Context: an optimization exercise on an open-source flow, tuned for small area, a short achievable clock period and few clock cycles per item. The choices shown serve that exercise and are no tape-out recipe. No functional check of the RTL was part of this run.

==> design.v <==
module register (
    input wire clk,
    input wire load,
    input wire inc,
    input wire clr,
    input wire [15:0] data_in,
    output wire [15:0] data_out
);
reg [15:0] tmp;
always @(posedge clk) begin
    if (clr) tmp <= 16'b0;
    else if (load) tmp <= data_in;
    else if (inc) tmp <= tmp + 1;
    else tmp <= tmp;
end
assign data_out = tmp;
endmodule
module flipflop (
    input wire set,
    input wire clear,
    input wire clk,
    output wire Q
);
    reg tmp;
    always @(posedge clk) begin
        if (set) tmp <= 1'b1;
        else if (clear) tmp <= 1'b0;
        else tmp <= tmp;
    end
    assign Q = tmp;
endmodule
module mult (
    input [15:0] a,
    input [15:0] b,
    output wire[15:0] product
);
    reg [31:0] tmp;
    reg sign;
    reg [15:0]a_norm;
    reg [15:0]b_norm;
    always @(*) begin
        sign = a[15] ^ b[15];
        a_norm = a;
        b_norm = b;
        if(a[15]) 
            a_norm = -a;
        if(b[15]) 
            b_norm = -b;
        tmp = a_norm * b_norm;
        if(sign) 
            tmp = -tmp;
    end
    assign product = tmp[26:11];
endmodule
module adder (
    input wire [15:0]a,
    input wire [15:0]b,
    output wire [15:0]sum
);
    assign sum = a + b;
endmodule
module CMP (
    input wire [15:0] a,
    output wire g,
    output wire e,
    output wire l
);
   assign g = (a > 16'd8);
   assign e = (a == 16'd8);
   assign l = (a < 16'd8); 
endmodule
module ROM (
    input wire [3:0]address,
    output wire [15:0] data_out
);
    reg [15:0]tmp;
    always @(*) begin
        case (address)
            0 : tmp <= -16'd1024;
            1 : tmp <= -16'd170;
            2 : tmp <= -16'd68;
            3 : tmp <= -16'd36;
            4 : tmp <= -16'd23;
            5 : tmp <= -16'd16;
            6 : tmp <= -16'd11;
            7 : tmp <= 16'b0;
            8 : tmp <= 16'b0;
            9 : tmp <= 16'b0;
            10 : tmp <= 16'b0;
            11 : tmp <= 16'b0;
            12 : tmp <= 16'b0;
            13 : tmp <= 16'b0;
            14 : tmp <= 16'b0;
            15 : tmp <= 16'b0;
            default: tmp <= 0;
        endcase
    end
    assign data_out = tmp;
endmodule
module MUX2_1 (
    input wire s,
    input wire [15:0]d0,
    input wire [15:0]d1,
    output wire [15:0]data_out
);
    assign data_out = s ? d1 : d0;
endmodule
module MUX4_2 (
    input wire s1,
    input wire s0,
    input wire [15:0] d3,
    input wire [15:0] d2,
    input wire [15:0] d1,
    input wire [15:0] d0,
    output wire [15:0] data_out
);
    reg [15:0]tmp;
    always @(*) begin
        if (s1 == 1'b1)begin
            if (s0 == 1'b1) tmp <= d3;
            else tmp <= d2;
        end
        else begin
            if (s0 == 1'b1) tmp <= d1;
            else tmp <= d0;
        end
    end
    assign data_out = tmp;
endmodule
module datapath (
    input wire [15:0]v, x,
    input wire clk, reset,
    input wire ld_R1,ld_R2,ld_R4,ld_R5,ld_R6,ld_R7,
    input wire clr_R1,clr_R2,clr_R4,clr_R5,clr_R6,clr_R7,
    input wire inc_R4,
    input wire set_done, clear_done,
    input wire S0, S1, S5,
    output wire is_R4_greater_than_eight,
    output wire done,
    output wire [15:0]final_result
);
    wire [15:0] R1_out, R2_out,R4_out, R5_out, R6_out;
    wire [15:0] mux_0_out, mux_1_out, mux_2_out;
    wire [15:0] mult_result, adder_out;
    wire [15:0] rom_out;
    wire g,e,l;
    wire [15:0] one;
    assign one = 16'b0000100000000000;
    register R1 (.clk(clk), .load(ld_R1), .clr(clr_R1), .inc(1'b0), .data_in(mult_result), .data_out(R1_out));
    register R2 (.clk(clk), .load(ld_R2), .clr(clr_R2), .inc(1'b0), .data_in(v), .data_out(R2_out));
    register R4 (.clk(clk), .load(ld_R4), .clr(clr_R4), .inc(inc_R4), .data_in(16'b0), .data_out(R4_out));
    register R5 (.clk(clk), .load(ld_R5), .clr(clr_R5), .inc(1'b0), .data_in(mux_0_out), .data_out(R5_out));
    register R6 (.clk(clk), .load(ld_R6), .clr(clr_R6), .inc(1'b0), .data_in(adder_out), .data_out(R6_out));
    register R7 (.clk(clk), .load(ld_R7), .clr(clr_R7), .inc(1'b0), .data_in(mult_result), .data_out(final_result));
    ROM rom (.address(R4_out[3:0]), .data_out(rom_out));
    CMP cmp (.a(R4_out), .g(g), .e(e), .l(l));
    or or_gate(is_R4_greater_than_eight, g, e);
    flipflop is_done (.set(set_done), .clear(clear_done), .clk(clk), .Q(done));
    adder add (.a(R5_out), .b(R6_out), .sum(adder_out));
    mult multiplier (.a(mux_1_out), .b(mux_2_out), .product(mult_result));
    MUX2_1 mux_0 (.s(S5), .d0(one), .d1(mult_result), .data_out(mux_0_out));
    MUX4_2 mux_1 (.s1(S1), .s0(S0), .d0(x), .d1(R5_out), .d2(R5_out), .d3(R6_out), .data_out(mux_1_out));
    MUX4_2 mux_2 (.s1(S1), .s0(S0), .d0(x), .d1(rom_out), .d2(R1_out), .d3(R2_out), .data_out(mux_2_out));
endmodule
module control_unit (
    input wire reset,
    input wire clk,
    input wire start,
    input wire is_R4_greater_than_eight,
    output wire set_done, clear_done,
    output wire ld_R1, clr_R1,
    output wire ld_R2, clr_R2,
    output wire ld_R4, clr_R4, inc_R4,
    output wire ld_R5, clr_R5,
    output wire ld_R6, clr_R6,
    output wire ld_R7, clr_R7,
    output wire S0, S1, S5
    );
    parameter PRE1 = 3'b000;
    parameter PRE2 = 3'b001;
    parameter INIT = 3'b010;
    parameter CALC1 = 3'b011;
    parameter CALC2 = 3'b100;
    parameter FIN = 3'b101;
    reg [2:0]next_state;
    reg [2:0]state;
    assign set_done = (state == FIN) && !reset;
    assign clear_done = (state == INIT) || reset || ((state == PRE1) && start);
    assign ld_R1 = (state == INIT);
    assign clr_R1 = (reset);
    assign ld_R2 = (state == INIT);
    assign clr_R2 = reset;
    assign ld_R4 = 0;
    assign clr_R4 = ((state == INIT) || reset);
    assign inc_R4 = (state == CALC2);
    assign ld_R5 = ((state == INIT) || (state == CALC1) || (state == CALC2));
    assign clr_R5 = reset;
    assign ld_R6 = (state == CALC1);
    assign clr_R6 = ((state == INIT) || reset);
    assign ld_R7 = (state == FIN);
    assign clr_R7 = reset;
    assign S1 = ((state == CALC2) || (state == FIN));
    assign S0 = ((state == CALC1) || (state == FIN));
    assign S5 = (state != INIT);
    always @(*) begin
            case (state)
            PRE1:begin
                if(start) next_state =  PRE2;
                else next_state = PRE1;
            end 
            PRE2:begin
                if(start) next_state = PRE2;
                else next_state = INIT;
            end
            INIT: next_state = CALC1;
            CALC1: begin
                if (is_R4_greater_than_eight) next_state = FIN;
                else next_state = CALC2;
            end
            CALC2: next_state = CALC1;
            FIN : next_state = PRE1;
            default: next_state = PRE1;
        endcase
    end
    always @(posedge clk) begin
        if (reset) state <= PRE1;
        else state <= next_state;
    end
endmodule
module main (
    input wire [15:0] v, x,
    input wire clk, reset, start,
    output wire done,
    output wire [15:0]final_result
);
    wire ld_R1, ld_R2, ld_R4, ld_R5, ld_R6, ld_R7;
    wire clr_R1, clr_R2, clr_R4, clr_R5, clr_R6, clr_R7;
    wire inc_R4;
    wire set_done, clear_done;
    wire S0, S1, S5;
    wire is_R4_greater_than_eight;
    wire [2:0] next_state;
    datapath dp(.v(v), .x(x), .clk(clk), .reset(reset),
    .ld_R1(ld_R1), .ld_R2(ld_R2), .ld_R4(ld_R4), .ld_R5(ld_R5), .ld_R6(ld_R6), .ld_R7(ld_R7)
    , .clr_R1(clr_R1), .clr_R2(clr_R2), .clr_R4(clr_R4),
    .clr_R5(clr_R5), .clr_R6(clr_R6), .clr_R7(clr_R7),
    .inc_R4(inc_R4), .set_done(set_done), .clear_done(clear_done),
    .S0(S0), .S1(S1), .S5(S5), .is_R4_greater_than_eight(is_R4_greater_than_eight),
    .done(done), .final_result(final_result));
    control_unit cu(.reset(reset),
    .clk(clk), .start(start), .is_R4_greater_than_eight(is_R4_greater_than_eight),
    .set_done(set_done), .clear_done(clear_done),
    .ld_R1(ld_R1), .ld_R2(ld_R2), .ld_R4(ld_R4), .ld_R5(ld_R5),
    .ld_R6(ld_R6), .ld_R7(ld_R7),
    .clr_R1(clr_R1), .clr_R2(clr_R2), .clr_R4(clr_R4),
    .clr_R5(clr_R5), .clr_R6(clr_R6), .clr_R7(clr_R7),
    .inc_R4(inc_R4),
    .S0(S0), .S1(S1), .S5(S5));
endmodule
==> run.sh <==
#!/bin/bash
# synth_recipe.tcl (not shown) runs the flow's synth.tcl, then flattens the netlist and writes it again
# the make line also repeats each setting of config.mk as NAME=value (left out here)
make -C /OpenROAD-flow-scripts/flow DESIGN_CONFIG=/design/flow/config.mk WORK_HOME=/design/flow/orfs CLKGATE_MAP_FILE= SYNTH_SCRIPT=/design/flow/synth_recipe.tcl finish
==> config.mk <==
export PLATFORM = sky130hd
export DESIGN_NAME = main
export DESIGN_NICKNAME = main
export VERILOG_FILES = /design/flow/design.v
export SDC_FILE = /design/flow/constraint.sdc
export NUM_CORES = 4
export LEC_CHECK = 0
export CAP_MARGIN = 20
export CORE_MARGIN = 2
export CORE_UTILIZATION = 40
export SLEW_MARGIN = 20
==> constraint.sdc <==
create_clock -name core_clock -period 13.0 [get_ports {clk}]
set_input_delay 2.6000 -clock core_clock [delete_from_list [all_inputs] [get_ports {clk}]]
set_output_delay 2.6000 -clock core_clock [all_outputs]
set_load 0.01 [all_outputs]
==> summary.txt <==
-- synth_stat cells (9+ instances only) --
cell,n
dfxtp_1,110
a21o_1,11
nor3_1,21
xnor2_1,62
inv_1,251
o21ai_0,57
fa_1,187
nand2b_1,38
o211ai_1,9
a211oi_1,19
a21oi_1,62
nand3_1,17
a22oi_1,14
o22ai_1,18
ha_1,100
xor2_1,38
o21a_1,9
nand2_1,169
or3_1,9
and2_1,16
or2_2,11
nor2_1,201
a22o_1,23
nor3b_1,10
mux2i_1,12
clkbuf_1,56
nor2b_1,19
-- flip-flops by register name, summed over array words and instances, names as in the netlist --
register        cells
dp.R6.tmp          16
dp.mux_2.d1        10
dp.R2.tmp          16
dp.R1.tmp          16
dp.R5.tmp          16
cu.state            3
dp.R7.tmp          16
dp.is_done.tmp      1
dp.R4.tmp          16
-- critical path, delay by kind of cell --
family	cells	cell delay [ns]
buffers and inverters	7	1.21
adders and majority gates	7	3.33
xor gates and xnor gates	1	0.73
and+or+nand+nor	7	2.44
AOI/OAI and AO/OA	8	1.89
-- routing by layer --
layer  part of all wire (%)  vias to the layer above
met1                     45                     5893
met3                    5.7                       75
met4                    3.1                        0
met5                      0                        -
li1                       -                     5583
met2                     46                      383
-- cell type report --
type                            instances  area [um^2]
Fill cell                            3496        19000
Clock buffer                           11          243
Sequential cell                       110         2200
Tap cell                              455          569
Clock inverter                          5         75.1
Inverter                              253          950
Timing Repair Buffer                  110          948
Multi-Input combinational cell       1252        10800
-- final timing paths --
path / start / end / slack (ns) / cells after the start
min reg2reg: dp.R1.tmp[10]$_SDFFE_PP0P_ / dp.R1.tmp[10]$_SDFFE_PP0P_ / 0.46 / 2
max reg2reg: cu.state[1]$_SDFF_PP0_ / dp.R5.tmp[15]$_SDFFE_PP0P_ / 2.06 / 30
min: dp.R1.tmp[10]$_SDFFE_PP0P_ / dp.R1.tmp[10]$_SDFFE_PP0P_ / 0.46 / 2
max: x[0] / dp.R5.tmp[15]$_SDFFE_PP0P_ / 1.11 / 30
-- cell families after synthesis --
family                   count (synthesis)  share of synthesized area, %
buffers and inverters                  319                          8.58
AND/OR/NAND/NOR                        555                          18.3
adder cells (fa/ha/maj)                287                          35.3
multiplexers                            19                          1.96
AO/OA/AOI/OAI                          287                          13.6
flip-flops                             110                          15.6
XOR/XNOR                               104                          6.74
-- per-stage QoR --
stage	std cells	utilization [%]	hold slack [ns]	cell area (um^2)
after floorplan	1681	-	0.417	14200
after global placement	2180	44.4	0.436	15400
after detailed placement	2180	44.4	0.447	15400
after CTS	2196	45.4	0.464	15700
after global routing	2196	45.4	0.494	15700
final	2196	45.4	0.464	15700
==> summary.txt <==
Status
The run finished with no timing, DRC or antenna violations.

Detailed routing
After detailed routing, the number of remaining DRC violations is 0. The total vias in the final route is approximately 12000. The vias per cell is 5.43.

The final layout contains routed wiring with a total length of approximately 43000 um. The remaining antenna violation count after routing is 0. The detailed-router iteration count before antenna repair is 7. The detailed router finished its first iteration with approximately 900 violations. The wire length per cell is 19.4 um.

Yosys
In this run the biggest area consumer among cell types represents a little over a quarter of the synthesized area. The synthesized netlist cell count is 1681. After synthesis the netlist holds a flip-flop and latch count of 110. The number of enable flip-flop cells after synthesis is 0. The synthesis warning total is 6. Synthesis produced a netlist with a net count of between 2000 and 2500. The cell type contributing the most total cell area after synthesis is fa_1. The number of distinct library cell variants in the gate-level netlist after synthesis is 77. The post-synthesis average cell area is 8.42 um^2. In the synthesized netlist the dominant register cell turns out to be dfxtp_1. The post-synth design cell area is 14200 um^2.

The share of synthesized registers carrying an async set or reset is 0%. After synthesis, the cell types taking the most area are fa_1 26%, dfxtp_1 16%, ha_1 8.8%. The proportion of synthesized chip area in sequential cells is 15.6%.

Timing
The slew at the pin closest to its max-slew limit is 1.08 ns. Setup repair after global routing left no endpoint under its margin. Timing would allow up to 0.0841 GHz. The final hold violation count is 0. The final count of pins violating max slew was 0. The clock period could shrink to 11.89 ns. The final cycle utilization of the critical path is 91.5%. The count of final setup violators is 0.

The clock arrives with around 0.011 ns of skew. Summed over all failing endpoints, the final setup total negative slack is 0 ns. The worst path meets setup with 1.11 ns of slack. The worst relative slew slack is between 20% and 30%.

Floorplan
The core area is 34700 um^2. The die span in y is 192 um. In this run the core area contains 68 standard-cell rows. Measured along the x axis, the die boundary spans 192 um. The number of top-level pins is 52. The initial core utilization is 40.8%.

The die covers 36900 um^2.

GRT
The first global-routing pass estimated 69100 um of wire. The number of global-route vias before repair was around 12000. met2 is the most crowded layer. The residual overflow from global routing is 0. For this run, global-route usage on met1 was measured as 33.3%. The global-route met3 utilization is 3.20%. The initial antenna violation count is 0. The global-route usage over all layers is ~24%. For this run, global-route usage on met2 was measured as 40.2%. Entering global routing, the biggest net connects 50 pins.

Critical path
The largest driver fanout on the critical path is 9. The peak per-stage delay on the critical path is 0.74 ns. The data arrival time at the worst-slack endpoint is 12.19 ns. The critical path is of the in2reg type. The most used cell along the critical path is fa_1. The type of destination of the critical path is a flip-flop. On the critical path, the stage with the largest delay is an instance of nor4_1.

Data on the critical path is required at its endpoint by 13.30 ns. The worst setup path is launched from a primary input.

Cells and area
The number of antenna diodes in the final layout is 0. The final net count is a little over 2000. The most common cell after layout, fill and taps aside is inv_1.

In the layout the commonest cells are 251 x inv_1, 200 x nor2_1, 187 x fa_1. The layout cell share with drive strength beyond 1 is 6.49%. From synthesis to final layout, the design area changed by 11.2%.

Placed design
Prior to clock tree synthesis, the placed netlist has a worst setup slack of 0.868 ns. The post-DP HPWL is about 34000 um. The number of buffers added on ports is 51. At the end of routability-driven placement, the weighted congestion stood at 0.945.

Clock network
The number of buffers inserted by post-CTS setup repair is 0. The tree is rooted in a clkbuf_16. The count of cells resized by post-cts repair is 0. The number of H-tree branching levels is 3. The TritonCTS clock tree is yes. In this run the deepest clock path goes through 2 buffers. The clock sink total is 110. The number of hold-repair buffers added at the cts stage is 0. After clock tree synthesis, the clock-pin slew on the worst setup and hold paths is 0.07 ns. The later-pin clock latency in the skew report is 0.36 ns. The number of buffers created by CTS is 9.

Min path
The worst hold path belongs to the class reg2reg.

Job
The tool flagged a number of max-cap violations equal to 0.

[what the ideal ports hide]
The results above use ideal ports. As a check the final layout listed here was re-extracted and re-timed, cells and wires unchanged.
Step 1 assumes that a clkbuf_16 drives the clock port and a buf_2 every other input.
Step 2 times the ports against the registers' clock, not the clock port: input delays grow and output delays shrink by t, the midpoint of the rising clock arrivals with the driver on.
Three values: ideal, step 1, step 2; two values: the first two.
shift t [ns]: 0.403
slack for setup (ns): 1.107 / 1.131 / 0.728
pins driven straight from the clock port: 1
After both steps setup and hold are still met in this run. The setup slack of this run moves by +0.024 ns with the drivers and by -0.379 ns with both steps.
